Source: an optimization exercise on an open RTL-to-GDS flow (aim: small area and a short achievable clock period). Production flows keep margins and buffers that such runs may drop. In this exercise RTL edits were held to simulation tests only and were not proved equivalent to the original. No activity file was given, so power comes from the tool's default toggle rates.

==> flow/flow/run.sh <==
#!/bin/bash
set -euo pipefail
W=$(pwd)
F=$W/flow

sed 's#log_cmd abc {\*}\$abc_args#log_cmd abc -script '"$F"'/area.abc {*}[lrange $abc_args 2 end]#' \
  "$FLOW_HOME/scripts/synth.tcl" > "$W/my_synth.tcl"
grep -q "area.abc" "$W/my_synth.tcl"
sed 's#\$::env(SCRIPTS_DIR)/synth.tcl#'"$W"'/my_synth.tcl#' synth_recipe.tcl > my_synth_recipe.tcl
grep -q my_synth.tcl my_synth_recipe.tcl

cp config.mk my_config.mk
echo 'export BUFFER_PORTS_ARGS = -buffer_cell sky130_fd_sc_hd__buf_1' >> my_config.mk

sed -e 's#SYNTH_SCRIPT=[^ ]*#SYNTH_SCRIPT='"$W"'/my_synth_recipe.tcl#' \
    -e 's#DESIGN_CONFIG=[^ ]*#DESIGN_CONFIG='"$W"'/my_config.mk#' standard.sh > my_standard.sh
grep -q my_synth_recipe.tcl my_standard.sh
grep -q my_config.mk my_standard.sh

bash my_standard.sh > flow.log 2>&1
==> flow/flow/area.abc <==
strash
&get -n
&deepsyn -T 60
&put
strash
&get -n
&dch -f
&nf -R 1000
&put
topo
==> flow/standard.sh <==
#!/bin/bash
# synth_recipe.tcl (not shown) runs the flow's synth.tcl, then flattens the netlist and writes it again
# the make line also repeats each setting of config.mk as NAME=value (left out here)
make -C /OpenROAD-flow-scripts/flow DESIGN_CONFIG=/design/flow/config.mk WORK_HOME=/design/flow/orfs CLKGATE_MAP_FILE= SYNTH_SCRIPT=/design/flow/synth_recipe.tcl "${@:-finish}"
==> flow/config.mk <==
export PLATFORM = sky130hd
export DESIGN_NAME = wavefront_allocator
export DESIGN_NICKNAME = wavefront_allocator
export VERILOG_FILES = /design/flow/design.v
export SDC_FILE = /design/flow/constraint.sdc
export NUM_CORES = 4
export LEC_CHECK = 0
export CAP_MARGIN = 20
export CORE_MARGIN = 2
export CORE_UTILIZATION = 55
export CTS_BUF_LIST = sky130_fd_sc_hd__clkbuf_4
export CTS_CLUSTER_DIAMETER = 300
export CTS_CLUSTER_SIZE = 30
export SLEW_MARGIN = 20
==> flow/constraint.sdc <==
create_clock -name core_clock -period 40.0 [get_ports {clk}]
set_input_delay 8.0000 -clock core_clock [delete_from_list [all_inputs] [get_ports {clk}]]
set_output_delay 8.0000 -clock core_clock [all_outputs]
set_load 0.01 [all_outputs]
==> flow/design.v <==
package noc_params;
  typedef enum logic [2:0] {LOCAL, NORTH, SOUTH, WEST, EAST} port_t;
  localparam int PORT_NUM  = 5;
  localparam int PORT_SIZE = (PORT_NUM <= 1) ? 1 : $clog2(PORT_NUM);
  localparam int VC_NUM    = 2;
  localparam int VC_SIZE   = (VC_NUM <= 1) ? 1 : $clog2(VC_NUM);
endpackage : noc_params
import noc_params::*;
module wavefront_allocator #(
  parameter int VC_NUM = 2
)(
  input  logic clk,
  input  logic RSTn,
  input  logic [PORT_NUM-1:0][VC_NUM-1:0] vc_request,
  input  logic [PORT_NUM-1:0][VC_NUM-1:0][2:0] vc_target_port,
  output logic [PORT_NUM-1:0][VC_NUM-1:0] vc_grant_final
);
  logic [3:0] wf_start;
  logic [4:0] vc_start;
  logic [4:0][1:0][4:0] hit;
  logic [4:0][4:0] req;
  for (genvar i = 0; i < 5; i++) begin : g_dec
    for (genvar v = 0; v < 2; v++) begin : g_vc
      wire [2:0] t = vc_target_port[i][v];
      wire       r = vc_request[i][v];
      assign hit[i][v][0] = r & ~t[2] & ~t[1] & ~t[0];
      assign hit[i][v][1] = r & ~t[1] &  t[0];
      assign hit[i][v][2] = r &  t[1] & ~t[0];
      assign hit[i][v][3] = r &  t[1] &  t[0];
      assign hit[i][v][4] = r &  t[2];
    end
    for (genvar o = 0; o < 5; o++) begin : g_req
      assign req[o][i] = hit[i][0][o] | hit[i][1][o];
    end
  end
  logic [9:0][4:0] avail;
  logic [8:0][4:0] pick;
  assign avail[0] = '1;
  for (genvar k = 0; k < 9; k++) begin : g_stage
    localparam int O = k % 5;
    wire act = (k < 5) ? ((O == 4) ? 1'b1 : ~wf_start[O]) : wf_start[O];
    wire [4:0] cand;      
    wire [5:0] free;      
    assign free[0] = act;
    for (genvar d = 0; d < 5; d++) begin : g_scan
      localparam int I = (O + d) % 5;
      assign cand[d]    = req[O][I] & avail[k][I];
      assign free[d+1]  = free[d] & ~cand[d];
      assign pick[k][I] = cand[d] & free[d];
      assign avail[k+1][I] = avail[k][I] & ~pick[k][I];
    end
  end
  for (genvar i = 0; i < 5; i++) begin : g_grant
    logic sel1;
    always_comb begin
      sel1 = 1'b0;
      for (int k = 0; k < 9; k++)
        sel1 = sel1 | (pick[k][i] & hit[i][1][k % 5]);
    end
    wire same = |(hit[i][0] & hit[i][1]);
    assign vc_grant_final[i][1] = sel1 & (vc_start[i] | ~same);
    assign vc_grant_final[i][0] = ~avail[9][i] & ~vc_grant_final[i][1];
  end
  always_ff @(posedge clk) begin
    if (!RSTn) begin
      wf_start <= '0;
      vc_start <= '0;
    end else begin
      if (|vc_request)
        wf_start <= wf_start[3] ? 4'b0000 : {wf_start[2:0], 1'b1};
      for (int i = 0; i < 5; i++)
        vc_start[i] <= vc_grant_final[i][0] | (vc_start[i] & ~vc_grant_final[i][1]);
    end
  end
endmodule
==> results.txt, run 1 <==
met2 Usage GRT 0.552; Crit Path Max Fanout 6; Crit-path slowest cell nor4b_1; worst slack, placed between 15 and 20 ns; Power Density ~22 nW/um^2; #FFs+latches synth 9; Most Used Layer, Global Route met2; RR Startpoint wf_start[0]; vias post-DR 2497; initial antenna violation count 0; CTS Sinks 9; # diodes 0; final setup violation count 0; nets 411; count of pins over their slew limit 0; crit path buf inv count 3; register clock-pin slew on the reported worst setup and hold paths approximately 0.07 ns; Mapped Area around 1800 um^2; Placer Congestion a little under 1; drt first pass iters 7; Setup WS post-layout 16.97 ns; Static Leak 0.690 nW; width of the die around 61 um; Setup crit start vc_request[1]; Clock Tree Buf Depth 2; largest area contributor in the netlist nand2_1; ANT nets after route 0; post-synthesis sequential area ratio 0.101; Final Skew ~0.015 ns; Slew @ Worst Pin 0.673 ns; CP Capture Type output port; Initial Util 0.582; CORE AREA ~3100 um^2; DRC Markers 0; async set-reset flop share out of synthesis 0; Overall Global Routing Usage 0.312; Via density between 6 and 7; largest net degree at the start of global routing 10; Hold Path Class reg -> reg; Top FF cell, synth dfxtp_1; Post-CTS Resized 0; buffers added on ports 51; RSZ-0062 raised after global routing false; CP most frequent cell nor2_1; Syn Nets approximately 360; vias in the first global route about 2100; crit path time final around 23 ns; Max Fclk around 43 MHz; H-Tree Depth 1; final hold violation count 0; ratio of cells with drive above 1 in the final layout 0.0109; synth top area cells nand2_1 12%, nor2_1 11%, dfxtp_1 10%, o21ai_0 7.5%, a21oi_1 7.3%; top post-synthesis cells by count 56 x nand2_1, 53 x nor2_1, 27 x o21ai_0; Die ar. between 3000 and 4000 um^2; period utilisation layout 0.576; Post-synth EDFFs 0; Fillers 327; later-pin clock latency in the skew report around 0.30 ns; Post-CTS Setup Bufs 0; Die Y ~61 um; met3 GRT Util 0.0588; slowest stage delay, CP roughly 0.59 ns; average cell area after synthesis about 5.7 um^2; dpl hpwl ~4.5 mm; TritonCTS clock tree done; Cell Rows 20; met1 Use GR 0.403; HP Start vc_start[1]; outcome complete, no violations; synth unique cells 43; Post-Route WL 5.49 mm; cts bufs inserted 3; Top-Level Pins 52; # hold bufs at CTS 0; area grow syn2layout 15.3%; gr ovfl total 0; CP top delay family simple AND/OR/NAND/NOR gates; Crit Path Class in -> out; Iter 0 DRT Violations 210; max_cap viols 0; Storage cell area 180 um^2; Synth top area share 0.117; most frequent cell after synthesis nand2_1; global-route wire length before repair approximately 9.0 mm; Rel. slew slack 0.545; VDD IR max around 0.013 mV; synthesized instance count 313; clock root cell clkbuf_4; area of the multi-input gates roughly 1600 um^2; WP data arrival between 15 and 20 ns; Critical Path RT 32.00 ns; total power draw around 0.000046 W; WL/cell ~13 um; setup TNS 0 ns; number of synthesis warnings 1; startpoint type of the worst setup path primary input
[tightest hold or removal path, cell delays in order, from the launching register on]
cell     delay [ns]
dfxtp_1        0.34
o31ai_1        0.08
nor2_1         0.07
[metal layers]
| layer | wire length (um) | vias to the layer above |
|---|---|---|
| met2 | 2540 | 126 |
| met1 | 2490 | 1102 |
| met4 | 38 | 0 |
| li1 | - | 1262 |
| met5 | 0 | - |
| met3 | 416 | 7 |
[worst paths after layout]
path,end,slack (ns),cells after the start
min,vc_start[1],0.52,2
max,vc_grant_final[4],16.97,33
max reg2reg,vc_start[2],33.23,33
min reg2reg,vc_start[1],0.52,2
[cell families after synthesis]
kind of cell / count (synthesis) / share of synthesized area
buf+inv: 11 / 0.0230
compound gates: 89 / 0.307
flops: 9 / 0.101
simple gates: 204 / 0.570
[through the flow]
stage          cell area, um^2  std cells   util  hold slack, ns
6_report                  2070        412  0.671           0.524
5_1_grt                   2070        412  0.671           0.553
4_1_cts                   2070        412  0.671           0.528
3_5_place_dp              2040        408  0.662           0.510
3_3_place_gp              2040        408  0.662           0.505
2_1_floorplan             1790        313      -           0.472
[registers in the layout, summed over array words and instances (netlist names)]
register	flops
vc_start	5
wf_start	4
[where the power goes]
part / internal (W) / switching [W] / total, W
combinational: 0.00000933 / 0.0000168 / 0.0000261
sequential: 0.0000100 / 0.000000863 / 0.0000109
clock: 0.00000373 / 0.00000487 / 0.00000860
[cells in the final DEF (no fill, tap or decap), types with 2 or more instances in the layout]
cell	Yosys	layout
a22oi_1	2	2
nor4_1	6	6
nor2b_1	10	10
dfxtp_1	9	9
nor3_1	11	11
nand4_1	5	5
a21oi_1	26	26
nand2_1	56	56
or3_1	3	3
or2_0	4	4
nor2_1	53	53
o31ai_1	2	2
clkinv_1	11	11
nand3_1	16	16
o22ai_1	2	2
nor4b_1	7	7
and3b_1	2	2
and2_0	3	3
nor3b_1	3	3
and3_1	3	3
buf_1	0	51
o21ai_0	27	27
o22a_1	2	2
o32a_1	2	2
a21boi_0	4	4
nand3b_1	11	11
o21a_1	4	4
clkbuf_4	0	3
nand2b_1	8	8
o221ai_1	3	3
a31oi_1	4	4
[final cells by class]
| type | count | share of cell area |
|---|---|---|
| Clock buffer | 3 | 0.0109 |
| Timing Repair Buffer | 51 | 0.0927 |
| Tap cell | 44 | 0.0267 |
| Inverter | 11 | 0.0200 |
| Multi-Input combinational cell | 293 | 0.760 |
| Clock inverter | 1 | 0.00242 |
| Sequential cell | 9 | 0.0872 |
==> inputs of run 2 (changes only) <==
--- a/flow/config.mk
+++ b/flow/config.mk
@@ -7,7 +7,7 @@
 export LEC_CHECK = 0
 export CAP_MARGIN = 20
 export CORE_MARGIN = 2
-export CORE_UTILIZATION = 55
+export CORE_UTILIZATION = 40
 export CTS_BUF_LIST = sky130_fd_sc_hd__clkbuf_4
 export CTS_CLUSTER_DIAMETER = 300
 export CTS_CLUSTER_SIZE = 30
==> results.txt, run 2 <==
outcome complete, no violations; drt first pass iters 5; number of synthesis warnings 1; period utilisation layout 0.573; post-synthesis sequential area ratio 0.101; average cell area after synthesis 5.72 um^2; Power Density 22.0 nW/um^2; Cell Rows 24; Overall Global Routing Usage 0.235; Post-CTS Setup Bufs 0; final setup violation count 0; H-Tree Depth 1; Post-synth EDFFs 0; # diodes 0; Top-Level Pins 52; Critical Path RT around 32 ns; register clock-pin slew on the reported worst setup and hold paths 0.07 ns; most frequent cell after synthesis nand2_1; Setup WS post-layout approximately 17 ns; synth top area cells nand2_1 12%, nor2_1 11%, dfxtp_1 10%, o21ai_0 7.5%, a21oi_1 7.3%; largest net degree at the start of global routing 10; top post-synthesis cells by count 56 x nand2_1, 53 x nor2_1, 27 x o21ai_0; buffers added on ports 51; synth unique cells between 40 and 50; startpoint type of the worst setup path primary input; Mapped Area about 1800 um^2; area grow syn2layout 16.0%; Static Leak between 0.6 and 0.7 nW; worst slack, placed roughly 17 ns; Die ar. between 5000 and 6000 um^2; DRC Markers 0; # hold bufs at CTS 0; Fillers roughly 500; Via density 5.79; ratio of cells with drive above 1 in the final layout 0.0109; top flop regs vc_start: 5 flops, wf_start: 4 flops; gr ovfl total 0; Clock Tree Buf Depth 2; CORE AREA about 4300 um^2; count of pins over their slew limit 0; crit path time final ~23 ns; cts bufs inserted 3; Syn Nets approximately 360; Largest register FFs 5; TritonCTS clock tree done; Post-Route WL about 5.6 mm; global-route wire length before repair 9.71 mm; Largest Register vc_start; Post-CTS Resized 0; width of the die between 70 and 80 um; commonest non-fill, non-tap cell in the layout nand2_1; later-pin clock latency in the skew report 0.28 ns; Die Y about 70 um; async set-reset flop share out of synthesis 0; slowest stage delay, CP ~0.55 ns; fin util 0.481; CTS Sinks 9; CP Capture Type output port; nets 411; Hold Path Class reg -> reg; Final Skew 0.00114 ns; Iter 0 DRT Violations 130; final hold violation count 0; WP data arrival ~15 ns; dpl hpwl between 4 and 5 mm; CP most frequent cell nor2_1; Top FF cell, synth dfxtp_1; Crit-path slowest cell nor4_1; largest area contributor in the netlist nand2_1; CP top delay family simple AND/OR/NAND/NOR gates; Initial Util 0.414; Crit Path Class in -> out; VDD IR max 0.0117 mV; WL/cell approximately 13 um; RSZ-0062 raised after global routing false; #FFs+latches synth 9; vias post-DR between 2000 and 2500; initial antenna violation count 0; Slew @ Worst Pin 0.598 ns; Max Fclk 43.6 MHz; Crit Path Max Fanout 6; max_cap viols 0; crit path buf inv count 3; clock root cell clkbuf_4; Synth top area share 0.117; Placer Congestion 0.885; vias in the first global route ~2200; synthesized instance count between 300 and 400; most frequent cells in the layout 56 x nand2_1, 53 x nor2_1, 51 x buf_1; ANT nets after route 0; setup TNS 0 ns; Rel. slew slack 0.591
run 2: cell count changes in the layout (fill, tap and decap cells not counted):
cell / delta
clkbuf_4: +1
clkinv_2: -1
run 2: worst paths after layout:
check,from,end,slack (ns),cells past startpoint
setup / recovery,vc_request[1],vc_grant_final[4],17.07,33
hold / removal,vc_start[0],vc_start[0],0.52,2
setup reg to reg,wf_start[0],vc_start[2],33.27,33
hold reg to reg,vc_start[0],vc_start[0],0.52,2
run 2: power breakdown:
part | internal [W] | switching (W)
registers | 0.0000100 | 0.000000899
logic | 0.00000933 | 0.0000167
clock network | 0.00000455 | 0.00000422
total | 0.0000239 | 0.0000218
run 2: cell families after synthesis:
family,Yosys count,synth area share
AO/OA/AOI/OAI,89,0.307
buffers and inverters,11,0.0230
flip-flops,9,0.101
AND/OR/NAND/NOR,204,0.570
run 2: metrics by stage:
step	hold WS (ns)	instance area, um^2	power, W	std cells
finish	0.520	2080	0.0000457	420
global route	0.561	2080	0.0000502	420
CTS	0.525	2080	0.0000457	420
detailed placement	0.504	2050	0.0000368	416
global placement	0.499	2050	0.0000369	416
floorplan	0.472	1790	0.0000285	313
run 2: worst min-delay path: cells and delay by family, from the launching register on:
family | cells | cell delay, ns
AOI/OAI and AO/OA | 1 | 0.08
DFF | 1 | 0.33
and+or+nand+nor | 1 | 0.08
run 2: routing by layer:
layer,up-vias,global-route usage,wire length [um]
met3,8,0.0370,306
met1,1083,0.325,2760
met2,72,0.376,2490
met5,-,0,0
met4,0,0.0713,91
li1,1267,-,-
run 2: final cells by class:
type | instances | area, um^2 | area share
clock buffers | 4 | 30.0 | 0.0144
inverters | 11 | 41.3 | 0.0199
multi-input cells | 293 | 1570 | 0.756
flip-flops and latches | 9 | 180 | 0.0867
well taps | 52 | 65.1 | 0.0313
repair buffers | 51 | 191 | 0.0921
==> inputs of run 3 (changes only) <==
--- a/flow/flow/run.sh
+++ b/flow/flow/run.sh
@@ -10,6 +10,7 @@
 grep -q my_synth.tcl my_synth_recipe.tcl
 
 cp config.mk my_config.mk
+echo 'export CTS_ARGS = -sink_clustering_enable -repair_clock_nets -dont_use_dummy_load -sink_clustering_size 30 -sink_clustering_max_diameter 300 -buf_list sky130_fd_sc_hd__clkbuf_4' >> my_config.mk
 echo 'export BUFFER_PORTS_ARGS = -buffer_cell sky130_fd_sc_hd__buf_1' >> my_config.mk
 
 sed -e 's#SYNTH_SCRIPT=[^ ]*#SYNTH_SCRIPT='"$W"'/my_synth_recipe.tcl#' \
--- a/flow/config.mk
+++ b/flow/config.mk
@@ -7,8 +7,7 @@
 export LEC_CHECK = 0
 export CAP_MARGIN = 20
 export CORE_MARGIN = 2
-export CORE_UTILIZATION = 40
+export CORE_UTILIZATION = 70
 export CTS_BUF_LIST = sky130_fd_sc_hd__clkbuf_4
-export CTS_CLUSTER_DIAMETER = 300
-export CTS_CLUSTER_SIZE = 30
+export PLACE_DENSITY = 0.85
 export SLEW_MARGIN = 20
==> results.txt, run 3 <==
dpl hpwl approximately 4.5 mm; Setup WS post-layout 16.99 ns; commonest non-fill, non-tap cell in the layout nand2_1; Post-Route WL 5.52 mm; switch share 0.494; register clock-pin slew on the reported worst setup and hold paths ~0.08 ns; CP Capture Type output port; top flop regs vc_start: 5 flops, wf_start: 4 flops; most frequent cell after synthesis nand2_1; drt first pass iters 5; worst hold slack ~0.53 ns; width of the die between 50 and 60 um; Initial Util 0.730; top post-synthesis cells by count 56 x nand2_1, 53 x nor2_1, 27 x o21ai_0; global-route wire length before repair about 8.5 mm; Post-CTS Setup Bufs 0; most frequent cells in the layout 56 x nand2_1, 53 x nor2_1, 51 x buf_1; TritonCTS clock tree done; RSZ-0062 raised after global routing false; Mapped Area ~1800 um^2; async set-reset flop share out of synthesis 0; ratio of cells with drive above 1 in the final layout 0.00817; Cell Rows 18; # diodes 0; HP Start vc_start[4]; synthesized instance count about 310; largest net degree at the start of global routing 10; Overall Global Routing Usage 0.385; H-Tree Depth 1; reg2reg setup slack between 30 and 40 ns; buffers added on ports between 50 and 60; initial antenna violation count 0; Hold Path Class reg -> reg; number of synthesis warnings 1; vias post-DR around 2600; max_cap viols 0; reg2reg path depth 33; outcome complete, no violations; Post-synth EDFFs 0; VDD IR max between 0.02 and 0.025 mV; average cell area after synthesis about 5.7 um^2; CORE AREA approximately 2500 um^2; Crit Path Class in -> out; largest area contributor in the netlist nand2_1; nets around 400; crit path buf inv count 3; final setup violation count 0; area grow syn2layout 14.0%; crit path time final 23.01 ns; period utilisation layout 0.575; Iter 0 DRT Violations 190; Static Leak roughly 0.7 nW; Power Density between 20 and 25 nW/um^2; Endpoint, Worst Hold vc_start[4]; Reg power frac 0.241; Clock Tree Buf Depth 2; later-pin clock latency in the skew report around 0.28 ns; Die ar. around 3000 um^2; cts bufs inserted 3; vias in the first global route around 2100; Placer Congestion 1.06; Max Fclk between 40 and 50 MHz; CTS Sinks 9; slowest stage delay, CP 0.54 ns; post-synthesis sequential area ratio 0.101; Die Y 54.6 um; Top-Level Pins 52; gr ovfl total 0; # hold bufs at CTS 0; Largest Register vc_start; clock root cell clkbuf_4; startpoint type of the worst setup path primary input; WL/cell ~14 um; Fillers just under 200; setup TNS 0 ns; Synth top area share 0.117; Final Skew 0.00591 ns; Rel. slew slack 0.549; synth unique cells 43; Top FF cell, synth dfxtp_1; Syn Nets about 360; ANT nets after route 0; Via density 6.55; DRC Markers 0; Crit path depth 33; count of pins over their slew limit 0; #FFs+latches synth 9; Clk pwr share 0.176; RR Startpoint wf_start[0]; total power draw about 0.000045 W; WP data arrival ~15 ns; CP top delay family simple AND/OR/NAND/NOR gates; Setup crit start vc_request[1]; Crit-path slowest cell nor4_1; Crit Path Max Fanout 6; Post-CTS Resized 0; CP most frequent cell nor2_1; power share of the combinational group 0.583; worst slack, placed 17.21 ns; synth top area cells nand2_1 12%, nor2_1 11%, dfxtp_1 10%, o21ai_0 7.5%, a21oi_1 7.3%; Critical Path RT 32.00 ns; worst reg2reg path endpoint vc_start[2]; Slew @ Worst Pin between 0.6 and 0.7 ns; internal power 0.0000229 W; Largest register FFs 5; final hold violation count 0; Net Sw Power between 0.00002 and 0.000025 W; Hold Path Depth 2
## run 3: kinds of logic after synthesis
group	synth area share
buffers and inverters	0.0230
and+or+nand+nor	0.570
DFF	0.101
AOI/OAI and AO/OA	0.307
## run 3: worst register-to-register path: cells and delay by family, from the launching register on
kind            cells  cell delay [ns]
buf+inv             2             0.25
simple gates       25             4.29
flops               1             0.37
compound gates      6             1.97
## run 3: worst max-delay path by stage
stage	to	slack [ns]
6_report	vc_grant_final[4]	16.99
5_1_grt	vc_grant_final[4]	16.35
4_1_cts	vc_grant_final[4]	17.18
3_5_place_dp	vc_grant_final[4]	17.21
3_3_place_gp	vc_grant_final[4]	17.62
2_1_floorplan	vc_grant_final[0]	18.51
## run 3: layout make-up
type                    instances  area [um^2]  area share
multi-input cells             293         1570       0.769
clock buffers                   3         22.5      0.0110
inverters                      11         41.3      0.0202
repair buffers                 51          191      0.0937
well taps                      30         37.5      0.0184
flip-flops and latches          9          180      0.0882
## run 3: per-stage QoR
step / cells / util / cell area [um^2]
final: 397 / 0.832 / 2040
after global routing: 397 / 0.832 / 2040
after CTS: 397 / 0.832 / 2040
after detailed placement: 394 / 0.823 / 2020
after global placement: 394 / 0.823 / 2020
after floorplan: 313 / - / 1790
## run 3: routing by layer
metal	vias up	global-route usage	part of all wire
met5	-	0	0
met4	0	0.175	0.027
met3	22	0.0410	0.093
met2	152	0.667	0.45
met1	1156	0.471	0.43
li1	1269	-	-
## run 3: power groups by stage
stage	clock (W)	sequential, W	combinational (W)
CTS	0.00000757	0.0000109	0.0000257
global route	0.00000786	0.0000110	0.0000296
global placement	0	0.0000111	0.0000249
floorplan	0	0.0000108	0.0000177
detailed placement	0	0.0000111	0.0000255
finish	0.00000797	0.0000109	0.0000264
==> inputs of run 4 (changes only) <==
--- a/flow/flow/run.sh
+++ b/flow/flow/run.sh
@@ -11,6 +11,7 @@
 
 cp config.mk my_config.mk
 echo 'export CTS_ARGS = -sink_clustering_enable -repair_clock_nets -dont_use_dummy_load -sink_clustering_size 30 -sink_clustering_max_diameter 300 -buf_list sky130_fd_sc_hd__clkbuf_4' >> my_config.mk
+echo 'export SETUP_SLACK_MARGIN = 17.3' >> my_config.mk
 echo 'export BUFFER_PORTS_ARGS = -buffer_cell sky130_fd_sc_hd__buf_1' >> my_config.mk
 
 sed -e 's#SYNTH_SCRIPT=[^ ]*#SYNTH_SCRIPT='"$W"'/my_synth_recipe.tcl#' \
==> results.txt, run 4 <==
outcome complete, no violations; WP data arrival roughly 15 ns; top flop regs vc_start: 5 flops, wf_start: 4 flops; final setup violation count 0; vias post-DR roughly 2700; Max Fclk 44.4 MHz; # diodes 0; Post-Route WL about 6.4 mm; TritonCTS clock tree done; power share of the combinational group 0.608; Top-Level Pins 52; register clock-pin slew on the reported worst setup and hold paths 0.09 ns; Die Y approximately 55 um; final hold violation count 0; Reg power frac 0.224; placed inst area about 2000 um^2; Overall Global Routing Usage 0.385; width of the die 54.6 um; Power Density ~23 nW/um^2; fin util 0.886; #FFs+latches synth 9; Crit-path slowest cell or4b_1; synth unique cells 43; Iter 0 DRT Violations roughly 200; Critical Path RT about 32 ns; dpl hpwl 4.48 mm; post-synthesis sequential area ratio 0.101; DRC Markers 0; Net Sw Power 0.0000251 W; max_cap viols 0; setup TNS 0 ns; HP Start vc_start[4]; switch share 0.511; worst reg2reg path endpoint vc_start[1]; Initial Util 0.730; synthesized instance count 313; Syn Nets around 360; RSZ-0062 raised after global routing false; VDD IR max 0.0235 mV; # hold bufs at CTS 0; design area 2180 um^2; vias in the first global route around 2100; Via density around 7; largest net degree at the start of global routing 10; ANT nets after route 0; Slew @ Worst Pin about 0.75 ns; synth top area cells nand2_1 12%, nor2_1 11%, dfxtp_1 10%, o21ai_0 7.5%, a21oi_1 7.3%; reg2reg setup slack approximately 34 ns; drt first pass iters 6; most frequent cells in the layout 56 x nand2_1, 52 x nor2_1, 51 x buf_1; Cell Rows 18; Post-synth EDFFs 0; Hold Path Class reg -> reg; Placer Congestion approximately 1.1; number of synthesis warnings 1; commonest non-fill, non-tap cell in the layout nand2_1; async set-reset flop share out of synthesis 0; gr ovfl total 0; CP Capture Type output port; global-route wire length before repair ~8.5 mm; Static Leak 0.718 nW; period utilisation layout 0.563; CORE AREA around 2500 um^2; startpoint type of the worst setup path primary input; buffers added on ports ~50; initial antenna violation count 0; CP most frequent cell nand2_1; Largest Register vc_start; Die ar. between 2000 and 3000 um^2; count of pins over their slew limit 0; Crit Path Class in -> out; Crit Path Max Fanout 6; top post-synthesis cells by count 56 x nand2_1, 53 x nor2_1, 27 x o21ai_0; largest area contributor in the netlist nand2_1; nets slightly above 400; WL/cell 16.2 um; crit path time final around 23 ns; CTS Sinks 9; internal power about 0.000024 W; Hold Path Depth 2; area grow syn2layout 21.4%; Post-CTS Setup Bufs 0; cts bufs inserted 3; Clk pwr share 0.168; Mapped Area between 1500 and 2000 um^2; Endpoint, Worst Hold vc_start[4]; slowest stage delay, CP 0.57 ns; average cell area after synthesis roughly 5.7 um^2; Rel. slew slack 0.498; ratio of cells with drive above 1 in the final layout 0.0627; clock root cell clkbuf_4; most frequent cell after synthesis nand2_1; Fillers 152; H-Tree Depth 1; Final Skew 0.00491 ns; Clock Tree Buf Depth 2; Synth top area share 0.117; later-pin clock latency in the skew report approximately 0.28 ns; Largest register FFs 5; Top FF cell, synth dfxtp_1; reg2reg path depth 33; worst hold slack 0.529 ns; RR Startpoint wf_start[0]
[run 4: layer usage]
| layer | track usage | share of wire |
|---|---|---|
| met2 | 0.667 | 0.46 |
| met4 | 0.175 | 0.052 |
| met1 | 0.471 | 0.37 |
| met3 | 0.0410 | 0.12 |
| met5 | 0 | 0 |
[run 4: worst max-delay path by stage]
stage                      startpoint                end  slack [ns]  cells past startpoint
floorplan           vc_target_port[5]  vc_grant_final[0]       18.51                     33
global placement        vc_request[1]  vc_grant_final[4]       17.62                     33
detailed placement      vc_request[1]  vc_grant_final[4]       17.21                     33
CTS                     vc_request[0]  vc_grant_final[4]       17.38                     33
global route            vc_request[2]  vc_grant_final[4]       17.19                     38
finish                  vc_request[5]  vc_grant_final[2]       17.49                     35
[run 4: repair_timing]
| item | CTS | global route |
|---|---|---|
| endpoints found under the setup margin | 2 | 8 |
| gates cloned | 0 | 0 |
| pin swaps | 0 | 1 |
| resized for setup | 2 | 27 |
[run 4: cells by family (layout without fill, tap and decap cells)]
family / after synthesis / after routing / share of synthesized area
AOI/OAI and AO/OA: 89 / 89 / 0.307
buffers and inverters: 11 / 65 / 0.0230
DFF: 9 / 9 / 0.101
and+or+nand+nor: 204 / 204 / 0.570
[run 4: layout make-up]
type,instances,area (um^2),share of cell area
inverters,11,41.3,0.0190
well taps,30,37.5,0.0173
multi-input cells,293,1700,0.783
clock buffers,3,22.5,0.0104
repair buffers,51,191,0.0880
flip-flops and latches,9,180,0.0828
[run 4: per-stage QoR]
stage / setup WS (ns) / cells / total power [W]
after floorplan: 18.51 / 313 / 0.0000285
after CTS: 17.38 / 397 / 0.0000442
after global routing: 17.19 / 397 / 0.0000515
final: 17.49 / 397 / 0.0000490
after global placement: 17.62 / 394 / 0.0000359
after detailed placement: 17.21 / 394 / 0.0000366
[run 4: worst max-delay path: cells and delay by family]
family	cells	cell delay [ns]
AND/OR/NAND/NOR	23	4.35
AO/OA/AOI/OAI	8	1.51
buffers and inverters	4	0.62
[run 4: power by group through the flow]
stage           clock (W)  combinational [W]  sequential [W]
4_1_cts        0.00000757          0.0000258       0.0000109
2_1_floorplan           0          0.0000177       0.0000108
3_5_place_dp            0          0.0000255       0.0000111
5_1_grt        0.00000787          0.0000326       0.0000110
6_report       0.00000823          0.0000298       0.0000110
3_3_place_gp            0          0.0000249       0.0000111
==> inputs of run 5 (changes only) <==
--- a/flow/flow/run.sh
+++ b/flow/flow/run.sh
@@ -11,7 +11,7 @@
 
 cp config.mk my_config.mk
 echo 'export CTS_ARGS = -sink_clustering_enable -repair_clock_nets -dont_use_dummy_load -sink_clustering_size 30 -sink_clustering_max_diameter 300 -buf_list sky130_fd_sc_hd__clkbuf_4' >> my_config.mk
-echo 'export SETUP_SLACK_MARGIN = 17.3' >> my_config.mk
+echo 'export SETUP_SLACK_MARGIN = 17.7' >> my_config.mk
 echo 'export BUFFER_PORTS_ARGS = -buffer_cell sky130_fd_sc_hd__buf_1' >> my_config.mk
 
 sed -e 's#SYNTH_SCRIPT=[^ ]*#SYNTH_SCRIPT='"$W"'/my_synth_recipe.tcl#' \
==> results.txt, run 5 <==
CTS Sinks 9; #FFs+latches synth 9; buffers added on ports 51; Clock Tree Buf Depth 2; async set-reset flop share out of synthesis 0; worst slack, placed 17.21 ns; H-Tree Depth 1; Overall Global Routing Usage 0.742; Initial Util 0.730; largest area contributor in the netlist nand2_1; Mapped Area around 1800 um^2; gr ovfl total 18; synthesized instance count 313; synth top area cells nand2_1 12%, nor2_1 11%, dfxtp_1 10%, o21ai_0 7.5%, a21oi_1 7.3%; Post-CTS Setup Bufs 0; WEP type output port; Post-synth EDFFs 0; Syn Nets about 360; Top FF cell, synth dfxtp_1; post-GRT worst EP vc_grant_final[4]; Top-Level Pins 52; width of the die 54.6 um; First Err [ERROR GRT-0232] Routing congestion too high. Check the congestion heatmap in the GUI.; Synth top area share 0.117; most frequent cell after synthesis nand2_1; synth unique cells 43; Cell Rows 18; top post-synthesis cells by count 56 x nand2_1, 53 x nor2_1, 27 x o21ai_0; outcome stopped before the end; average cell area after synthesis 5.72 um^2; cts bufs inserted 3; dpl hpwl about 4.5 mm; post-synthesis sequential area ratio 0.101; number of synthesis warnings 1; Placer Congestion around 1.1; largest net degree at the start of global routing 10; clock root cell clkbuf_4; Die Y 54.6 um; stage reached global routing; # hold bufs at CTS 0
## run 5: timing repair
item | CTS
setup endpoints to repair | 6
pin swaps | 0
resized for setup | 8
## run 5: layer usage
layer	overflow	global-route usage
met1	0	0.719
met2	11	0.937
met3	0	0.568
met4	7	0.796
met5	0	0.0417
## run 5: cells by family after synthesis
family / synth area share
DFF: 0.101
buffers and inverters: 0.0230
AOI/OAI and AO/OA: 0.307
and+or+nand+nor: 0.570
## run 5: metrics by stage
| stage | instances | hold WS [ns] | cell area, um^2 | utilization |
|---|---|---|---|---|
| 2_1_floorplan | 313 | 0.472 | 1790 | - |
| 3_3_place_gp | 394 | 0.497 | 2020 | 0.823 |
| 3_5_place_dp | 394 | 0.500 | 2020 | 0.823 |
| 4_1_cts | 397 | 0.518 | 2080 | 0.849 |
## run 5: worst max path at each step
stage / to / slack [ns] / cells past startpoint
detailed placement: vc_grant_final[4] / 17.21 / 33
global placement: vc_grant_final[4] / 17.62 / 33
floorplan: vc_grant_final[0] / 18.51 / 33
CTS: vc_grant_final[4] / 17.73 / 34
## run 5: power groups by stage
| stage | Combinational, W | Clock, W | Sequential [W] |
|---|---|---|---|
| 2_1_floorplan | 0.0000177 | 0 | 0.0000108 |
| 3_5_place_dp | 0.0000255 | 0 | 0.0000111 |
| 3_3_place_gp | 0.0000249 | 0 | 0.0000111 |
| 4_1_cts | 0.0000264 | 0.00000757 | 0.0000109 |
==> inputs of run 6 (changes only) <==
--- a/flow/flow/run.sh
+++ b/flow/flow/run.sh
@@ -11,7 +11,6 @@
 
 cp config.mk my_config.mk
 echo 'export CTS_ARGS = -sink_clustering_enable -repair_clock_nets -dont_use_dummy_load -sink_clustering_size 30 -sink_clustering_max_diameter 300 -buf_list sky130_fd_sc_hd__clkbuf_4' >> my_config.mk
-echo 'export SETUP_SLACK_MARGIN = 17.7' >> my_config.mk
 echo 'export BUFFER_PORTS_ARGS = -buffer_cell sky130_fd_sc_hd__buf_1' >> my_config.mk
 
 sed -e 's#SYNTH_SCRIPT=[^ ]*#SYNTH_SCRIPT='"$W"'/my_synth_recipe.tcl#' \
--- a/flow/config.mk
+++ b/flow/config.mk
@@ -7,7 +7,8 @@
 export LEC_CHECK = 0
 export CAP_MARGIN = 20
 export CORE_MARGIN = 2
-export CORE_UTILIZATION = 70
+export CORE_UTILIZATION = 40
 export CTS_BUF_LIST = sky130_fd_sc_hd__clkbuf_4
-export PLACE_DENSITY = 0.85
+export CTS_CLUSTER_DIAMETER = 300
+export CTS_CLUSTER_SIZE = 30
 export SLEW_MARGIN = 20
==> results.txt, run 6 <==
outcome complete, no violations; RR Startpoint wf_start[0]; startpoint type of the worst setup path primary input; number of synthesis warnings 1; Iter 0 DRT Violations between 100 and 150; Largest Register vc_start; CP most frequent cell nor2_1; HP Start vc_start[0]; CP top delay family simple AND/OR/NAND/NOR gates; Via density between 5 and 6; worst slack, placed 17.17 ns; Initial Util 0.414; global-route wire length before repair slightly below 10 mm; Overall Global Routing Usage 0.235; crit path buf inv count 3; buffers added on ports 51; CTS Sinks 9; max_cap viols 0; period utilisation layout 0.574; Static Leak 0.686 nW; Die ar. about 5000 um^2; synth top area cells nand2_1 12%, nor2_1 11%, dfxtp_1 10%, o21ai_0 7.5%, a21oi_1 7.3%; largest area contributor in the netlist nand2_1; later-pin clock latency in the skew report between 0.2 and 0.3 ns; top flop regs vc_start: 5 flops, wf_start: 4 flops; Largest register FFs 5; VDD IR max between 0.01 and 0.015 mV; Synth Area in Simple Gates 0.570; Cell Rows 24; Crit Path Class in -> out; Mapped Area about 1800 um^2; Setup WS post-layout approximately 17 ns; worst hold slack between 0.5 and 0.6 ns; reg2reg path depth 33; reg2reg setup slack ~33 ns; total power draw about 0.000044 W; Crit Path Max Fanout 6; DRC Markers 0; Critical Path RT about 32 ns; cts bufs inserted 3; xor-xnor portion of the synthesized cell area 0; Power Density 21.4 nW/um^2; crit path time final between 20 and 25 ns; Synth top area share 0.117; slowest stage delay, CP ~0.55 ns; setup TNS 0 ns; count of pins over their slew limit 0; vias post-DR approximately 2400; CP Capture Type output port; synthesized instance count about 310; Syn Nets approximately 360; CORE AREA 4320 um^2; top post-synthesis cells by count 56 x nand2_1, 53 x nor2_1, 27 x o21ai_0; worst reg2reg path endpoint vc_start[2]; WL/cell 13.5 um; Max Fclk about 44 MHz; ratio of cells with drive above 1 in the final layout 0.00817; post-synthesis sequential area ratio 0.101; #FFs+latches synth 9; Rel. slew slack 0.583; final setup violation count 0; dpl hpwl about 4.7 mm; width of the die roughly 70 um; area grow syn2layout 15.6%; Crit-path slowest cell nor4_1; Endpoint, Worst Hold vc_start[0]; final hold violation count 0; Clock Tree Buf Depth 2; Hold Path Class reg -> reg; Post-CTS Resized 0; # hold bufs at CTS 0; gr ovfl total 0; commonest non-fill, non-tap cell in the layout nand2_1; synth unique cells 43; placed inst area between 2000 and 2500 um^2; ANT nets after route 0; async set-reset flop share out of synthesis 0; register clock-pin slew on the reported worst setup and hold paths 0.07 ns; average cell area after synthesis roughly 5.7 um^2; Top-Level Pins 52; H-Tree Depth 1; largest net degree at the start of global routing 10; Post-CTS Setup Bufs 0; Post-synth EDFFs 0; Post-Route WL ~5.6 mm; post-synthesis mux area share 0; initial antenna violation count 0; WP data arrival about 15 ns; nets 411; most frequent cell after synthesis nand2_1; TritonCTS clock tree done; Die Y 70.9 um; largest family of logic cells by synthesized area simple AND/OR/NAND/NOR gates; Final Skew 0.00244 ns; Slew @ Worst Pin 0.609 ns; Hold Path Depth 2; Fillers 500; RSZ-0062 raised after global routing false; Adder-Cell Fraction of Synth Area 0; design area approximately 2100 um^2; post-synthesis compound-gate area fraction 0.307; vias in the first global route roughly 2200; drt first pass iters 4; Top FF cell, synth dfxtp_1; clock root cell clkbuf_4; Placer Congestion slightly below 0.9; # diodes 0; most frequent cells in the layout 56 x nand2_1, 53 x nor2_1, 51 x buf_1
==> run 6: cell counts after synthesis <==
No cell type changed its count.
==> run 6: worst max-delay path by stage <==
stage / slack, ns / endpoint / from / cells past startpoint
floorplan: 18.51 / vc_grant_final[0] / vc_target_port[5] / 33
global placement: 17.35 / vc_grant_final[4] / vc_request[1] / 33
detailed placement: 17.17 / vc_grant_final[4] / vc_request[1] / 33
CTS: 17.12 / vc_grant_final[4] / vc_request[1] / 33
global route: 16.32 / vc_grant_final[4] / vc_request[1] / 33
finish: 17.03 / vc_grant_final[4] / vc_request[1] / 33
==> run 6: final cells by class <==
class	instances	area, um^2	area share
Inverter	11	41.3	0.0199
Timing Repair Buffer	51	191	0.0924
Clock buffer	3	22.5	0.0109
Multi-Input combinational cell	293	1570	0.758
Tap cell	52	65.1	0.0314
Sequential cell	9	180	0.0870
==> run 6: routing by layer <==
metal,track usage,up-vias,part of all wire
li1,-,1264,-
met4,0.0755,0,0.019
met5,0,-,0
met1,0.326,1067,0.49
met3,0.0356,10,0.059
met2,0.374,84,0.44
==> run 6: power by group <==
group | internal, W | leakage, nW | switching (W)
Sequential | 0.0000101 | 0.0749 | 0.000000888
Combinational | 0.00000933 | 0.597 | 0.0000167
Clock | 0.00000349 | 0.0138 | 0.00000395
Total | 0.0000229 | 0.686 | 0.0000215
==> run 6: worst reg2reg max path: cells and delay by family (launching register included) <==
family / cells / cell delay (ns)
AND/OR/NAND/NOR: 25 / 4.22
AO/OA/AOI/OAI: 6 / 1.88
flip-flops: 1 / 0.37
buffers and inverters: 2 / 0.23
==> run 6: metrics by stage <==
stage                      util  instances
after floorplan               -        313
after global placement    0.474        416
after detailed placement  0.474        416
after CTS                 0.479        419
after global routing      0.479        419
final                     0.479        419
==> run 6: logic make-up (layout without fill, tap and decap cells) <==
group,count (synthesis),after routing
compound gates,89,89
flops,9,9
buf+inv,11,65
simple gates,204,204

[what the ideal ports hide]
The flow's constraints put no driver on any port. The routed layouts listed below were extracted and timed again, unchanged, in two steps.
Step 1 sets driving cells, clkbuf_16 on the clock port and buf_2 on the other inputs (assumed; they add their load-dependent delay and slew).
Step 2, shift: input delay + t, output delay - t, t = (earliest + latest rising clock arrival at the registers) / 2. This alone moves slack from input paths to output paths.
a / b / c = no drivers / after step 1 / after step 2; a / b = the first two.
run	shift t [ns]	slack for setup (ns)	worst setup path after step 2
run 1	0.311	16.968 / 16.946 / 16.946	input to output
run 2	0.302	17.072 / 17.051 / 17.051	input to output
run 3	0.302	16.988 / 16.966 / 16.966	input to output
run 4	0.303	17.486 / 17.464 / 17.464	input to output
run 6	0.299	17.033 / 17.012 / 17.012	input to output
After both steps every run listed still meets setup and hold.
